Context: an optimization exercise on an open-source flow, tuned for small area and a short achievable clock period. The choices shown serve that exercise and are no tape-out recipe.
Function was checked by simulation only, so behaviour that the tests miss may differ from the original.
No activity file was given, so power comes from the tool's default toggle rates.

===== flow/config.mk =====
export PLATFORM = sky130hd
export DESIGN_NAME = arbiter
export DESIGN_NICKNAME = arbiter
export VERILOG_FILES = /design/flow/design.v
export SDC_FILE = /design/flow/constraint.sdc
export NUM_CORES = 4
export LEC_CHECK = 0
export CAP_MARGIN = 20
export CORE_MARGIN = 2
export CORE_UTILIZATION = 40
export SLEW_MARGIN = 20

===== flow/constraint.sdc =====
create_clock -name core_clock -period 50.0 [get_ports {clk}]
set_input_delay 10.0000 -clock core_clock [delete_from_list [all_inputs] [get_ports {clk}]]
set_output_delay 10.0000 -clock core_clock [all_outputs]
set_load 0.01 [all_outputs]

===== flow/design.v =====
module arbiter
  #(
    parameter NUM_REQ = 64
  ) (
    input clk,
    input rst,
    input [NUM_REQ-1:0] req,
    output reg [NUM_REQ-1:0] grant
  );
  localparam W  = $clog2(NUM_REQ);
  localparam BW = 3;                
  localparam B  = 1 << BW;          
  localparam NB = NUM_REQ / B;      
  localparam LNB = W - BW;
  reg [W-1:0] last;
  wire [W-BW-1:0] wh = last[W-1:BW];
  wire [BW-1:0]   wl = last[BW-1:0];
  reg [NB-1:0] h;           
  reg [B-1:0]  l;           
  reg [B-1:0]  le;          
  reg [NB-1:0] mt;          
  reg [NUM_REQ:0] x;        
  reg [NB-1:0] g, gm;       
  reg [NB-1:0] sg [0:LNB];  
  reg [NB-1:0] sm [0:LNB];  
  reg [NB-1:0] cb;          
  reg cw, mall;
  reg [NB-1:0] bg;
  reg [B-1:0] lg;
  reg any;
  reg [W-1:0] nxt;
  integer i, b, k, s;
  always @(*) begin
    for (b = 0; b < NB; b = b + 1) begin
      h[b]  = (wh == b);
      mt[b] = (b >= wh);
    end
    for (k = 0; k < B; k = k + 1) begin
      l[k]  = (wl == k);
      le[k] = (k <= wl);
    end
    for (b = 0; b < NB; b = b + 1) begin
      x[b*B] = 1'b0;
      for (k = 0; k < B; k = k + 1)
        x[b*B+k+1] = (x[b*B+k] | req[b*B+k]) & ~(h[b] & l[k]);
      g[b] = x[b*B+B];
      gm[b] = g[b] & mt[b];
    end
    sg[0] = g;
    sm[0] = gm;
    for (s = 0; s < LNB; s = s + 1) begin
      sg[s+1] = sg[s];
      sm[s+1] = sm[s];
      for (b = 0; b < NB; b = b + 1)
        if (b & (1 << s)) begin
          sg[s+1][b] = sg[s][b] | sg[s][(b >> s << s) - 1];
          sm[s+1][b] = sm[s][b] | sm[s][(b >> s << s) - 1];
        end
    end
    cw = sg[LNB][NB-1];
    mall = sm[LNB][NB-1];
    cb[0] = mall;
    for (b = 1; b < NB; b = b + 1)
      cb[b] = mt[b] ? sm[LNB][b-1] : (mall | sg[LNB][b-1]);
    for (b = 0; b < NB; b = b + 1)
      for (k = 0; k < B; k = k + 1)
        grant[b*B+k] = req[b*B+k] & ~x[b*B+k] & ~(h[b] ? (cw & le[k]) : cb[b]);
    for (b = 0; b < NB; b = b + 1)
      bg[b] = g[b] & ~(cb[b] & ~h[b]);
    for (k = 0; k < B; k = k + 1) begin
      lg[k] = 1'b0;
      for (b = 0; b < NB; b = b + 1)
        lg[k] = lg[k] | grant[b*B+k];
    end
    any = |lg;
    nxt = last;
    if (|bg) begin
      nxt[W-1:BW] = '0;
      for (b = 0; b < NB; b = b + 1)
        if (bg[b]) nxt[W-1:BW] = nxt[W-1:BW] | b[W-BW-1:0];
    end
    if (any) begin
      nxt[BW-1:0] = '0;
      for (k = 0; k < B; k = k + 1)
        if (lg[k]) nxt[BW-1:0] = nxt[BW-1:0] | k[BW-1:0];
    end
  end
  always @(posedge clk) begin
    if (rst) last <= '0;
    else last <= nxt;
  end
endmodule

===== flow/flow/run.sh =====
#!/bin/bash
# Own layout flow: the standard ORFS flow, with two changes:
#  - synthesis maps the logic with an area-oriented ABC script (flow/area.abc)
#    instead of ORFS's speed/area scripts; everything else in synthesis is the
#    standard script (synth_recipe.tcl), so registers keep their names and cells;
#  - port buffers use the smallest buffer, sky130_fd_sc_hd__buf_1.
# Each step's output goes to a log file in the work folder.
set -euo pipefail
here=$(pwd)
flowdir=$here/flow
# synthesis script: synth_recipe.tcl with the abc call pointed at our script
{
  echo "proc abc {args} {"
  echo "  set i [lsearch -exact \$args -script]"
  echo "  if {\$i >= 0} { set args [lreplace \$args \$i [expr {\$i+1}] -script $flowdir/area.abc] }"
  echo "  set i [lsearch -exact \$args -D]"
  echo "  if {\$i >= 0} { set args [lreplace \$args \$i [expr {\$i+1}]] }"
  echo "  yosys abc {*}\$args"
  echo "}"
  cat "$here/synth_recipe.tcl"
} > "$here/own_synth.tcl"
sed "s#SYNTH_SCRIPT=[^ ]*#SYNTH_SCRIPT=$here/own_synth.tcl#" "$here/standard.sh" > "$here/own_standard.sh"
export BUFFER_PORTS_ARGS="-buffer_cell sky130_fd_sc_hd__buf_1"
bash "$here/own_standard.sh" synth > "$here/synth.log" 2>&1
bash "$here/own_standard.sh" floorplan > "$here/floorplan.log" 2>&1
bash "$here/own_standard.sh" place > "$here/place.log" 2>&1
bash "$here/own_standard.sh" cts > "$here/cts.log" 2>&1
bash "$here/own_standard.sh" route > "$here/route.log" 2>&1
bash "$here/own_standard.sh" finish > "$here/finish.log" 2>&1

===== flow/flow/area.abc =====
&get -n
&st
&dch
&nf
&st
&syn2
&if -g -K 6
&synch2
&nf
&st
&syn2
&if -g -K 6
&synch2
&nf
&put

===== flow/standard.sh =====
#!/bin/bash
# synth_recipe.tcl (not shown) runs the flow's synth.tcl, then flattens the netlist and writes it again
# the make line also repeats each setting of config.mk as NAME=value (left out here)
make -C /OpenROAD-flow-scripts/flow DESIGN_CONFIG=/design/flow/config.mk WORK_HOME=/design/flow/orfs CLKGATE_MAP_FILE= SYNTH_SCRIPT=/design/flow/synth_recipe.tcl "${@:-finish}"

==> notes.md, run 1 <==
status timing/DRC/antenna clean; Yosys top cell by area nor2_1; met2 Use GR 65.3%; Fmax 0.0411 GHz; PortBufs 129; area of the multi-input gates 2960 µm²; #FFs+latches synth 6; most numerous cell in the Yosys netlist nor2_1; grt met1 use 54.2%; routed wire length 18.0 mm; RSZ-0062 raised after global routing false; DR vias 5347; max_cap viols 0; Cell Area, Synth 3180 µm²; DRT antenna net count 0; Leak Pwr 1.15 nW; die area 8670 µm²; share of layout cells above drive strength 1 2.54%; first-pass GRT wire length 27.3 mm; Post-route DRC 0; total design power 0.000102 W; CTS tree yes; # Post-CTS Setup Buffers 0; total of fill cells in the finished design 870; DRT iter0 DRCs 598; Hold Slack 0.780 ns; row cnt 32; Syn. warnings 3; global-route usage over all layers 40.2%; pin count of the biggest net entering global routing 36; crit-path max FO 16; Net count, final 737; sequential share of the synthesized area 3.78%; Gate Count Post-Synth 523; Synth Area per Inst 6.07 µm²; Async S/R FF share, synth 0%; CTS Buf Count 3; synth unique cells 57; Synth top area share 7.57%; Longest Clk Path Bufs 2; drt pass-1 iters 6; Final Hold Vio Count 0; synth top area cells nor2_1 7.6%, nand2_1 7.3%, o21ai_0 6.5%, a211oi_1 4.5%, a21oi_1 4.4%; fin crit share 48.7%; CP bufs+invs 3; Fin Setup TNS 0 ns; Final setup violation count 0; routability cong. 0.994; VDD IR max 0.0116 mV; Worst setup SP type input port; CP max stage cell nor4b_1; busiest layer in global routing met2; number of flip-flops in the largest register 6; worst-path cell chain buf_1 -> nor2b_1 -> o32a_1 -> a221oi_1 -> o211ai_1 -> a221oi_1 -> nand4_1 -> buf_4 -> nand2_1 -> nor2_1 -> nor4b_1 -> buf_1; Synth Flop Type dfxtp_1; Crit path largest cell delay 0.70 ns; initial antenna violation count 1; Final Max Tran Viols 0; CTS root buf clkbuf_8; vias per cell 6.93; commonest cells in the netlist 64 x nor2_1, 62 x nand2_1, 41 x o21ai_0; Biggest register last; clock slew at reported path FFs 0.03 ns; Setup crit end kind output pin; met3 Use GR 4.75%; arrival time at the worst endpoint 14.35 ns; H-Tree Depth 1; largest registers last: 6 flops; worst hold path class flip-flop to flip-flop; Post-synth EDFFs 0; Req. time, crit path 40.00 ns; fin util 50.9%; Starting Density 41.1%; Die W 93.1 µm; HPWL after DPL 14.0 mm; min Tclk post-route 24.35 ns; wire per inst 23.3 µm; Synthesized Nets 589; synthesis-to-finish area growth 24.0%; worst-margin pin slew 1.04 ns; Core ar. 7730 µm²; vias in the first global route 4910; die height 93.1 µm; grt ovf 0; Clock Latency Late Sink 0.22 ns; crit path kind input port to output pin; Power Density 25.8 nW/µm²; Num Clock Sinks 6; hold bufs inserted after CTS 0; Post-CTS Resized 0; I/O pin count 130; Register Area 120 µm²; Clock Skews 0.000291 ns; Slew Limit Headroom 30.4%; Crit path max-delay family compound AO/OA/AOI/OAI gates
[worst reg2reg max path, delay by kind of cell, from the launching register on]
| kind | cells | cell delay [ns] |
|---|---|---|
| AND/OR/NAND/NOR | 7 | 2.78 |
| AO/OA/AOI/OAI | 5 | 2.14 |
| buffers and inverters | 2 | 0.64 |
| flip-flops | 1 | 0.30 |
[layout by cell type, fill, tap and decap left out, types with 13 or more instances in the layout]
cell type  instances
buf_1            129
nor2_1            64
nand2_1           62
o21ai_0           41
a21oi_1           28
clkinv_1          25
o22ai_1           20
a31oi_1           20
a211oi_1          19
nand3_1           18
nor3_1            15
buf_4             14
nand2b_1          13
and3_1            13
[layer usage]
| layer | up-vias | wire length [µm] | part of all wire [%] |
|---|---|---|---|
| met2 | 402 | 8120 | 45 |
| li1 | 2410 | - | - |
| met1 | 2474 | 7290 | 40 |
| met4 | 0 | 677 | 3.8 |
| met3 | 61 | 1910 | 11 |
| met5 | - | 0 | 0 |
[layout make-up]
cell class	count	share of cell area, %
antenna	1	0.0636
clock buffer	3	1.05
inverter	25	2.38
multi-input combinational	492	75.2
sequential	6	3.05
tap	102	3.24
timing repair buffer	143	15.0
[per-stage QoR]
stage / setup slack (ns) / instances / cell area, µm²
final: 25.65 / 772 / 3940
after global routing: 25.56 / 771 / 3930
after CTS: 25.96 / 771 / 3930
after detailed placement: 25.97 / 768 / 3890
after global placement: 26.24 / 768 / 3890
after floorplan: 26.87 / 523 / 3180
[power by group]
group | switching [W] | internal [W] | total, W
Clock | 0.00000181 | 0.00000515 | 0.00000695
Combinational | 0.0000636 | 0.0000243 | 0.0000879
Sequential | 0.000000404 | 0.00000629 | 0.00000669
[final timing paths]
kind                 from         to  slack [ns]  depth (start not counted)
setup / recovery  req[33]  grant[27]       25.65                         12
hold / removal    last[5]    last[5]        0.78                          3
setup reg to reg  last[2]    last[0]       44.01                         14
hold reg to reg   last[5]    last[5]        0.78                          3
[cells by family (layout without fill, tap and decap cells)]
family | Yosys count | after routing | share of synthesized area (%)
buf+inv | 25 | 171 | 2.96
flops | 6 | 6 | 3.78
other cells | 0 | 1 | 0
compound gates | 222 | 222 | 48.6
simple gates | 270 | 270 | 44.7
==> inputs of run 2 (changes only) <==
==> flow/flow/area.abc (replaced) <==
strash
&get -n
&st
&dch -f
&nf -R 1000
&put
--- a/flow/config.mk
+++ b/flow/config.mk
@@ -9,3 +9,4 @@
 export CORE_MARGIN = 2
 export CORE_UTILIZATION = 40
+export CTS_BUF_LIST = sky130_fd_sc_hd__clkbuf_1
 export SLEW_MARGIN = 20
==> run 2 against run 1 <==
  * Cell count shrank 31%
  * First-iteration DRC count is 42% lower
  * Wire length shrank 47%
  * Core utilization up 2.0 points
  * Synthesized cell count is 37% lower
  * Area after synthesis decreased by 36%
  * Via count fell by 36%
  * Clock skew rose by 0.00079 ns
  * Die area decreased by 34%
  * Clock power fell by 64%
  * Sequential power is 45% higher
  * Critical path type unchanged
  * Maximum frequency decreased by 1.1%
==> notes.md, run 2 <==
Longest Clk Path Bufs 2; worst r2r src last[3]; die area 5700 µm²; Cell Area, Synth 2050 µm²; H-Tree Depth 1; CTS tree yes; PortBufs 129; Syn. warnings 3; wire per inst 18.1 µm; fin crit share 49.2%; R2R setup slack 43.52 ns; arrival time at the worst endpoint 14.61 ns; DRT antenna net count 0; largest registers last: 6 flops; sequential share of the synthesized area 5.87%; CTS Buf Count 3; RSZ-0062 raised after global routing false; min Tclk post-route 24.61 ns; Switch Pwr 0.0000323 W; Biggest register last; drt pass-1 iters 5; die height 75.5 µm; worst hold path class flip-flop to flip-flop; HP Start last[4]; total of fill cells in the finished design 553; share of total power in sequential cells 18.6%; Fmax 0.0406 GHz; Worst setup SP type input port; Async S/R FF share, synth 0%; clock network power share 4.8%; Post-route DRC 0; Post-synth EDFFs 0; Slew Limit Headroom 24.3%; most frequent cells in the layout 129 x buf_1, 81 x nor2_1, 51 x nor4b_1; clock slew at reported path FFs 0.10 ns; Synth Area per Inst 6.26 µm²; Area after DPL 2640 µm²; Net count, final 530; antenna fix cells 0; most numerous cell in the Yosys netlist nor2_1; Leak Pwr 0.648 nW; Power Density 19.7 nW/µm²; number of flip-flops in the largest register 6; Num Clock Sinks 6; Clock Skews 0.00108 ns; Starting Density 40.8%; worst-margin pin slew 1.14 ns; area of the multi-input gates 1880 µm²; VDD IR max 0.0100 mV; share of layout cells above drive strength 1 0.649%; global-route usage over all layers 31.6%; Hold Path Sink last[4]; Gate Count Post-Synth 327; hold path cells 2; # Post-CTS Setup Buffers 0; worst r2r dst last[2]; CP bufs+invs 4; Final setup violation count 0; Synthesized Nets 393; Crit path largest cell delay 0.96 ns; routed wire length 9.63 mm; Synth Flop Type dfxtp_1; pin count of the biggest net entering global routing 17; Req. time, crit path 40.00 ns; Internal Pwr Total 0.0000200 W; first-pass GRT wire length 13.9 mm; commonest cells in the netlist 81 x nor2_1, 51 x nor4b_1, 45 x o22a_1; routability cong. 0.913; synth top area cells nor4b_1 22%, o22a_1 19%, nor2_1 15%, dfxtp_1 5.9%, nand2_1 5.9%; Register Area 120 µm²; R2R depth 21; initial antenna violation count 0; DR vias 3434; HPWL after DPL 7.45 mm; status timing/DRC/antenna clean; Final Hold Vio Count 0; crit path kind input port to output pin; Post-CTS Resized 0; Die W 75.5 µm; max_cap viols 0; hold bufs inserted after CTS 0; vias per cell 6.45; Sw Ratio 61.7%; DRT iter0 DRCs 345; Yosys top cell by area nor4b_1; crit-path max FO 7; Setup crit end kind output pin; worst-path cell chain buf_1 -> o21ai_0 -> a21oi_1 -> o22a_1 -> nor2_1 -> a21oi_1 -> o22a_1 -> o22a_1 -> o22ai_1 -> clkinv_1 -> o22ai_1 -> nor2_1 -> a21oi_1 -> o211ai_1 -> nor4b_1 -> nor2b_1 -> o21ai_0 -> buf_4 -> nor4b_1 -> buf_1; grt ovf 0; Crit path max-delay family compound AO/OA/AOI/OAI gates; CP max stage cell nor4b_1; I/O pin count 130; Clock Latency Late Sink 0.24 ns; Finished Cell Area 2650 µm²; Final Max Tran Viols 0; Fin Setup TNS 0 ns; CTS root buf clkbuf_1; synth unique cells 30; commonest non-fill, non-tap cell in the layout buf_1; vias in the first global route 2857; Core ar. 5010 µm²; row cnt 26; Critical Path Stages 20; Synth top area share 21.8%; synthesis-to-finish area growth 29.6%; combinational power share 76.6%; #FFs+latches synth 6
-- run 2: changes by cell type in the layout (fill, tap and decap cells not counted), sizes merged, moves of 14 or more --
cell    change
nor4b      +42
o21ai      -29
a31oi      -17
clkinv     -14
nor2       +17
a211oi     -18
nand2      -30
o22a       +42
nand3      -14
a21oi      -14
-- run 2: layer usage --
layer  share of wire, %  GRT usage (%)  wire length, µm  vias to the layer above
met5                  0              0                0                        -
met4                2.0           6.04              195                        0
met3                 11           1.72             1060                       20
met2                 45           54.7             4370                      248
met1                 42           43.6             4000                     1575
li1                   -              -                -                     1591
-- run 2: cell families (layout without fill, tap and decap cells) --
logic type             Yosys count  in the layout  share of synthesized area [%]
AOI/OAI and AO/OA               95             95                           34.1
buffers and inverters           11            146                           2.02
DFF                              6              6                           5.87
and+or+nand+nor                215            215                           58.0
-- run 2: worst max path at each step --
| stage | startpoint | end | slack [ns] |
|---|---|---|---|
| 2_1_floorplan | req[0] | grant[49] | 26.50 |
| 3_3_place_gp | req[0] | grant[50] | 25.67 |
| 3_5_place_dp | req[0] | grant[50] | 25.62 |
| 4_1_cts | req[0] | grant[50] | 25.60 |
| 5_1_grt | req[0] | grant[38] | 25.02 |
| 6_report | req[0] | grant[50] | 25.39 |
-- run 2: power groups by stage --
stage,registers [W],logic [W],clock network [W]
CTS,0.00000959,0.0000390,0.00000263
floorplan,0.00000853,0.0000275,0
global route,0.0000101,0.0000436,0.00000274
detailed placement,0.00000969,0.0000388,0
finish,0.00000973,0.0000401,0.00000249
global placement,0.00000956,0.0000387,0
-- run 2: layout make-up --
cell class / count / area share, %
multi-input cells: 310 / 71.1
repair buffers: 132 / 19.1
flip-flops and latches: 6 / 4.53
well taps: 70 / 3.30
inverters: 11 / 1.56
clock buffers: 3 / 0.425
-- run 2: per-stage QoR --
stage,std cells,power [W],setup slack (ns),hold WS [ns],utilization [%]
floorplan,327,0.0000360,26.50,0.508,-
global placement,529,0.0000483,25.67,0.590,52.7
detailed placement,529,0.0000485,25.62,0.587,52.7
CTS,532,0.0000512,25.60,0.607,52.9
global route,532,0.0000564,25.02,0.633,52.9
finish,532,0.0000523,25.39,0.616,52.9
-- run 2: worst reg2reg max path, cell delays in order (launching register included) --
cell and delay (ns):
dfxtp_1 0.58, nand3b_1 0.60, o21a_1 0.40, o22a_1 0.24
o22a_1 0.23, o22a_1 0.23, o22a_1 0.24, o22a_1 0.23
o22a_1 0.23, o22ai_1 0.29, o211ai_1 0.22, nor4b_1 0.96
nor2b_1 0.22, o21ai_0 0.31, buf_4 0.31, nor4b_1 0.46
nor4_1 0.10, nand2_1 0.11, nor4_1 0.07, and3_1 0.18
nand2_1 0.07, a31oi_1 0.08
==> inputs of run 3 (changes only) <==
--- a/flow/config.mk
+++ b/flow/config.mk
@@ -10,3 +10,3 @@
 export CORE_UTILIZATION = 40
 export CTS_BUF_LIST = sky130_fd_sc_hd__clkbuf_1
-export SLEW_MARGIN = 20
+export SLEW_MARGIN = 85
==> run 3 against run 2 <==
  * The flow now stops in detailed placement (3_5_place_dp)
  * Area after synthesis unchanged
  * Synthesized cell count unchanged
==> notes.md, run 3 <==
status aborted with a tool error; row cnt 26; Synth Area per Inst 6.26 µm²; Async S/R FF share, synth 0%; Synth top area share 21.8%; Synth Flop Type dfxtp_1; PortBufs 129; Die W 75.5 µm; commonest cells in the netlist 81 x nor2_1, 51 x nor4b_1, 45 x o22a_1; Cell Area, Synth 2050 µm²; Post-synth EDFFs 0; first error [ERROR DPL-0038] Utilization greater than 100%, impossible to legalize; Yosys top cell by area nor4b_1; Last stage detailed placement (3_5_place_dp); most numerous cell in the Yosys netlist nor2_1; synth top area cells nor4b_1 22%, o22a_1 19%, nor2_1 15%, dfxtp_1 5.9%, nand2_1 5.9%; Gate Count Post-Synth 327; Syn. warnings 3; routability cong. 0.913; I/O pin count 130; Starting Density 40.8%; #FFs+latches synth 6; synth unique cells 30; die height 75.5 µm; Synthesized Nets 393; sequential share of the synthesized area 5.87%
run 3: cell counts after synthesis:
No cell type changed its count.
run 3: cell families after synthesis:
group,Yosys count,share of synthesized area [%]
and+or+nand+nor,215,58.0
AOI/OAI and AO/OA,95,34.1
buffers and inverters,11,2.02
DFF,6,5.87
run 3: worst min path at each step:
stage,slack [ns],end,cells past startpoint,from
after floorplan,0.51,last[0],2,last[0]
after global placement,0.59,last[0],2,last[0]
run 3: per-stage QoR:
step | power, W | area, µm² | std cells | hold slack (ns) | setup WS [ns]
floorplan | 0.0000360 | 2050 | 327 | 0.508 | 26.50
global placement | 0.0000483 | 2640 | 529 | 0.590 | 25.67
run 3: power groups by stage:
| stage | Sequential [W] | Clock, W | Combinational [W] |
|---|---|---|---|
| floorplan | 0.00000853 | 0 | 0.0000275 |
| global placement | 0.00000956 | 0 | 0.0000387 |
==> inputs of run 4 (changes only) <==
--- a/flow/config.mk
+++ b/flow/config.mk
@@ -10,3 +10,3 @@
 export CORE_UTILIZATION = 40
 export CTS_BUF_LIST = sky130_fd_sc_hd__clkbuf_1
-export SLEW_MARGIN = 85
+export SLEW_MARGIN = 70
==> run 4 against run 3 <==
  * The run now finishes clean
  * Synthesized cell count stayed put
  * Area after synthesis stayed put
==> notes.md, run 4 <==
HPWL after DPL 7.67 mm; CTS tree yes; hold bufs inserted after CTS 0; simple-gate portion of the synthesized area 58.0%; antenna fix cells 0; Fmax 0.0412 GHz; share of layout cells above drive strength 1 14.2%; routability cong. 0.913; most frequent cells in the layout 132 x buf_1, 79 x nor2_1, 45 x o22a_1; synth top area cells nor4b_1 22%, o22a_1 19%, nor2_1 15%, dfxtp_1 5.9%, nand2_1 5.9%; RSZ-0062 raised after global routing false; die height 75.5 µm; Biggest register last; vias in the first global route 2925; Longest Clk Path Bufs 2; worst-margin pin slew 0.441 ns; crit path kind input port to output pin; Power Density 18.9 nW/µm²; Clock Latency Late Sink 0.26 ns; row cnt 26; crit-path max FO 5; first-pass GRT wire length 14.2 mm; Core ar. 5010 µm²; # Post-CTS Setup Buffers 0; min Tclk post-route 24.26 ns; number of flip-flops in the largest register 6; Leak Pwr 0.728 nW; largest family of logic cells by synthesized area simple AND/OR/NAND/NOR gates; Req. time, crit path 40.00 ns; pin count of the biggest net entering global routing 17; total of fill cells in the finished design 523; Post-synth EDFFs 0; fin crit share 48.5%; synthesis-to-finish area growth 47.3%; drt pass-1 iters 5; Synth Area per Inst 6.26 µm²; CTS root buf clkbuf_1; Synthesized Nets 393; initial antenna violation count 0; post-synthesis compound-gate area fraction 34.1%; I/O pin count 130; wire per inst 18.6 µm; Num Clock Sinks 6; Hold Slack 0.589 ns; XOR/XNOR Fraction of Synth Area 0%; Final Hold Vio Count 0; Net count, final 540; Async S/R FF share, synth 0%; Setup crit end kind output pin; CTS Buf Count 3; status timing/DRC/antenna clean; PortBufs 129; vias per cell 6.44; worst hold path class flip-flop to flip-flop; grt ovf 0; Worst setup SP type input port; Cell Area, Synth 2050 µm²; max_cap viols 0; VDD IR max 0.0105 mV; global-route usage over all layers 32.4%; arrival time at the worst endpoint 14.26 ns; Fin Setup TNS 0 ns; Starting Density 40.8%; clock slew at reported path FFs 0.10 ns; routed wire length 10.1 mm; H-Tree Depth 1; mux share of post-synthesis cell area 0%; commonest cells in the netlist 81 x nor2_1, 51 x nor4b_1, 45 x o22a_1; Post-CTS Resized 0; Syn. warnings 3; die area 5700 µm²; most numerous cell in the Yosys netlist nor2_1; Slew Limit Headroom 70.2%; Final setup violation count 0; Synth Flop Type dfxtp_1; Synth Area in Adders 0%; Gate Count Post-Synth 327; sequential share of the synthesized area 5.87%; Synth top area share 21.8%; Clock Skews 0.00969 ns; Die W 75.5 µm; #FFs+latches synth 6; Yosys top cell by area nor4b_1; synth unique cells 30; DR vias 3491; Final Max Tran Viols 0; Post-route DRC 0; commonest non-fill, non-tap cell in the layout buf_1; DRT iter0 DRCs 286; largest registers last: 6 flops; DRT antenna net count 0
==> run 4: cell counts after synthesis <==
No cell type changed its count.
==> run 4: cell families after synthesis <==
group / count (synthesis)
flops: 6
buf+inv: 11
simple gates: 215
compound gates: 95
==> run 4: path summary, 6_finish.rpt <==
path,startpoint,to,slack [ns],cells after the start
max reg2reg,last[5],last[1],44.03,27
min,last[5],last[5],0.59,2
max,req[0],grant[12],25.74,22
min reg2reg,last[5],last[5],0.59,2
==> run 4: routing by layer <==
metal  routed length (µm)  up-vias  global-route usage, %
met5                    0        -                      0
met4                  202        0                   9.55
met3                  847       18                   3.04
met2                 4680      218                   54.5
met1                 4340     1660                   44.0
li1                     -     1595                      -
==> run 4: area by class of cell <==
class,count,area [µm²],area share [%]
clock buffers,3,11.3,0.374
inverters,11,41.3,1.37
multi-input cells,310,2190,72.5
flip-flops and latches,6,124,4.11
well taps,70,87.6,2.91
repair buffers,142,564,18.7
==> run 4: power by group <==
group          internal (W)  switching [W]
Clock           0.000000985     0.00000162
Sequential       0.00000617     0.00000403
Combinational     0.0000151      0.0000291
==> run 4: per-stage QoR <==
stage / setup WS (ns) / std cells / area [µm²] / utilization, % / power (W)
final: 25.74 / 542 / 3010 / 60.2 / 0.0000570
after global routing: 25.34 / 542 / 3010 / 60.2 / 0.0000614
after CTS: 25.91 / 540 / 2840 / 56.8 / 0.0000540
after detailed placement: 25.94 / 537 / 2830 / 56.5 / 0.0000513
after global placement: 25.67 / 529 / 2640 / 52.7 / 0.0000483
after floorplan: 26.50 / 327 / 2050 / - / 0.0000360
==> run 4: worst max-delay path, stage by stage <==
cell and delay (ns):
buf_1 0.10, o21ai_0 0.11, a21oi_1 0.13, o22a_1 0.22
nor2_1 0.11, a21oi_1 0.07, o22a_1 0.23, o22a_1 0.21
o22ai_1 0.19, clkinv_1 0.09, o22ai_1 0.32, nor2_1 0.07
a21oi_1 0.29, o211ai_1 0.26, nor4b_2 0.38, buf_1 0.20
buf_1 0.22, buf_1 0.17, o22ai_4 0.11, buf_4 0.20
nor4b_2 0.38, buf_1 0.19
==> inputs of run 5 (changes only) <==
--- a/flow/config.mk
+++ b/flow/config.mk
@@ -9,4 +9,3 @@
 export CORE_MARGIN = 2
 export CORE_UTILIZATION = 40
-export CTS_BUF_LIST = sky130_fd_sc_hd__clkbuf_1
-export SLEW_MARGIN = 70
+export SLEW_MARGIN = 20
==> run 5 against run 4 <==
  * Non-clock buffer count is 10 lower
  * Combinational power is 9.5% lower
  * Hold slack improved by 0.011 ns
==> notes.md, run 5 <==
synthesis-to-finish area growth 31.1%; Clock Skews 0.000186 ns; Post-synth EDFFs 0; crit path kind input port to output pin; Gate Count Post-Synth 327; Slew Limit Headroom 22.3%; Die W 75.5 µm; sequential share of the synthesized area 5.87%; Final Hold Vio Count 0; Num Clock Sinks 6; mux share of post-synthesis cell area 0%; CTS tree yes; R2R depth 19; Synth Area in Adders 0%; Worst setup SP type input port; RSZ-0062 raised after global routing false; most numerous cell in the Yosys netlist nor2_1; Clock Latency Late Sink 0.22 ns; number of flip-flops in the largest register 6; vias per cell 6.46; Longest Clk Path Bufs 2; R2R setup slack 43.57 ns; synth top area cells nor4b_1 22%, o22a_1 19%, nor2_1 15%, dfxtp_1 5.9%, nand2_1 5.9%; CTS Buf Count 3; DRT antenna net count 0; CP bufs+invs 4; min Tclk post-route 24.57 ns; PortBufs 129; initial antenna violation count 0; wire per inst 18.2 µm; hold bufs inserted after CTS 0; CP max stage cell nor4b_1; commonest cells in the netlist 81 x nor2_1, 51 x nor4b_1, 45 x o22a_1; Synth Area per Inst 6.26 µm²; Critical Path Stages 20; die height 75.5 µm; die area 5700 µm²; DR vias 3435; arrival time at the worst endpoint 14.57 ns; largest family of logic cells by synthesized area simple AND/OR/NAND/NOR gates; # Post-CTS Setup Buffers 0; pin count of the biggest net entering global routing 17; Power Density 21.2 nW/µm²; simple-gate portion of the synthesized area 58.0%; total of fill cells in the finished design 550; status timing/DRC/antenna clean; commonest non-fill, non-tap cell in the layout buf_1; synth unique cells 30; fin crit share 49.1%; worst-margin pin slew 1.17 ns; Fmax 0.0407 GHz; Synth Flop Type dfxtp_1; max_cap viols 0; fin util 53.5%; Biggest register last; Setup crit end kind output pin; grt ovf 0; routed wire length 9.67 mm; CTS root buf clkbuf_8; Synthesized Nets 393; crit-path max FO 7; Leak Pwr 0.666 nW; drt pass-1 iters 5; Crit path largest cell delay 0.96 ns; routability cong. 0.913; Fin Setup TNS 0 ns; antenna fix cells 0; most frequent cells in the layout 129 x buf_1, 81 x nor2_1, 51 x nor4b_1; row cnt 26; worst hold path class flip-flop to flip-flop; #FFs+latches synth 6; Starting Density 40.8%; vias in the first global route 2864; Synth top area share 21.8%; hold path cells 2; Cell Area, Synth 2050 µm²; clock slew at reported path FFs 0.03 ns; Post-CTS Resized 0; VDD IR max 0.0100 mV; Core ar. 5010 µm²; XOR/XNOR Fraction of Synth Area 0%; Req. time, crit path 40.00 ns; worst-path cell chain buf_1 -> o21ai_0 -> a21oi_1 -> o22a_1 -> nor2_1 -> a21oi_1 -> o22a_1 -> o22a_1 -> o22ai_1 -> clkinv_1 -> o22ai_1 -> nor2_1 -> a21oi_1 -> o211ai_1 -> nor4b_1 -> nor2b_1 -> o21ai_0 -> buf_4 -> nor4b_1 -> buf_1; DRT iter0 DRCs 285; global-route usage over all layers 31.6%; H-Tree Depth 1; Final setup violation count 0; Syn. warnings 3; Async S/R FF share, synth 0%; post-synthesis compound-gate area fraction 34.1%; HPWL after DPL 7.45 mm; Net count, final 530; I/O pin count 130; first-pass GRT wire length 13.9 mm; share of layout cells above drive strength 1 1.30%; Post-route DRC 0; largest registers last: 6 flops; Final Max Tran Viols 0; Crit path max-delay family compound AO/OA/AOI/OAI gates; Yosys top cell by area nor4b_1
-- run 5: tightest hold or removal path, cell delays in order (launching register included) --
cell	delay (ns)
dfxtp_1	0.37
nand2_1	0.09
a31oi_1	0.08
-- run 5: area by class of cell --
class	instances	area [µm²]	area share (%)
sequential	6	120	4.48
timing repair buffer	132	507	18.9
clock buffer	3	41.3	1.54
inverter	11	41.3	1.54
multi-input combinational	310	1880	70.3
tap	70	87.6	3.27
-- run 5: metrics by stage --
step                setup WS [ns]  area, µm²  std cells  hold WS (ns)  total power [W]
global placement            25.67       2640        529         0.590        0.0000483
detailed placement          25.62       2640        529         0.587        0.0000485
finish                      25.43       2680        532         0.600        0.0000567
floorplan                   26.50       2050        327         0.508        0.0000360
global route                25.02       2680        532         0.622        0.0000611
CTS                         25.60       2680        532         0.597        0.0000557
-- run 5: final timing paths --
| check | start | end |
|---|---|---|
| max | req[0] | grant[50] |
| min reg2reg | last[4] | last[4] |
| min | last[4] | last[4] |
| max reg2reg | last[3] | last[2] |
-- run 5: cells by family (layout without fill, tap and decap cells) --
group           Yosys count  count (layout)
simple gates            215             215
compound gates           95              95
flops                     6               6
buf+inv                  11             146
-- run 5: where the power goes --
group | switching [W] | internal [W] | leakage (nW)
Clock | 0.00000180 | 0.00000515 | 0.0216
Combinational | 0.0000270 | 0.0000130 | 0.595
Sequential | 0.00000367 | 0.00000611 | 0.0490
-- run 5: metal layers --
metal / part of all wire, % / GRT usage [%]
met5: 0 / 0
met4: 1.9 / 6.04
met3: 10 / 1.72
met2: 46 / 54.8
met1: 42 / 43.7

[static timing again, ports no longer ideal]
In the flow no input, the clock included, has a driving cell. The finished layouts below were timed again as built, in two steps.
Step 1 sets driving cells, clkbuf_16 on the clock port and buf_2 on the other inputs (assumed; they add their load-dependent delay and slew).
Step 2 moves the port delays by t, midway between the first and last clock arrival at a register: inputs arrive t later, outputs are due t later. That takes back most of the time a late clock gives input paths.
a / b / c = no drivers / after step 1 / after step 2; a / b = the first two.
| run | t, ns | setup WS [ns] | hold slack, ns | clock arrival spread, ns | pins driven straight from the clock port |
|---|---|---|---|---|---|
| run 1 | 0.236 | 25.651 / 25.630 / 25.630 | 0.780 / 0.780 / 0.780 | 0.000 / 0.000 | 1 |
| run 2 | 0.254 | 25.388 / 25.365 / 25.365 | 0.616 / 0.616 / 0.616 | 0.001 / 0.002 | 1 |
| run 4 | 0.266 | 25.736 / 25.713 / 25.713 | 0.589 / 0.589 / 0.589 | 0.010 / 0.010 | 1 |
| run 5 | 0.234 | 25.429 / 25.405 / 25.405 | 0.600 / 0.600 / 0.600 | 0.000 / 0.000 | 1 |
After both steps setup and hold are still met in every run listed. For run 5, which loses most, drivers alone change the setup slack by -0.024 ns; drivers and shift together by -0.024 ns.
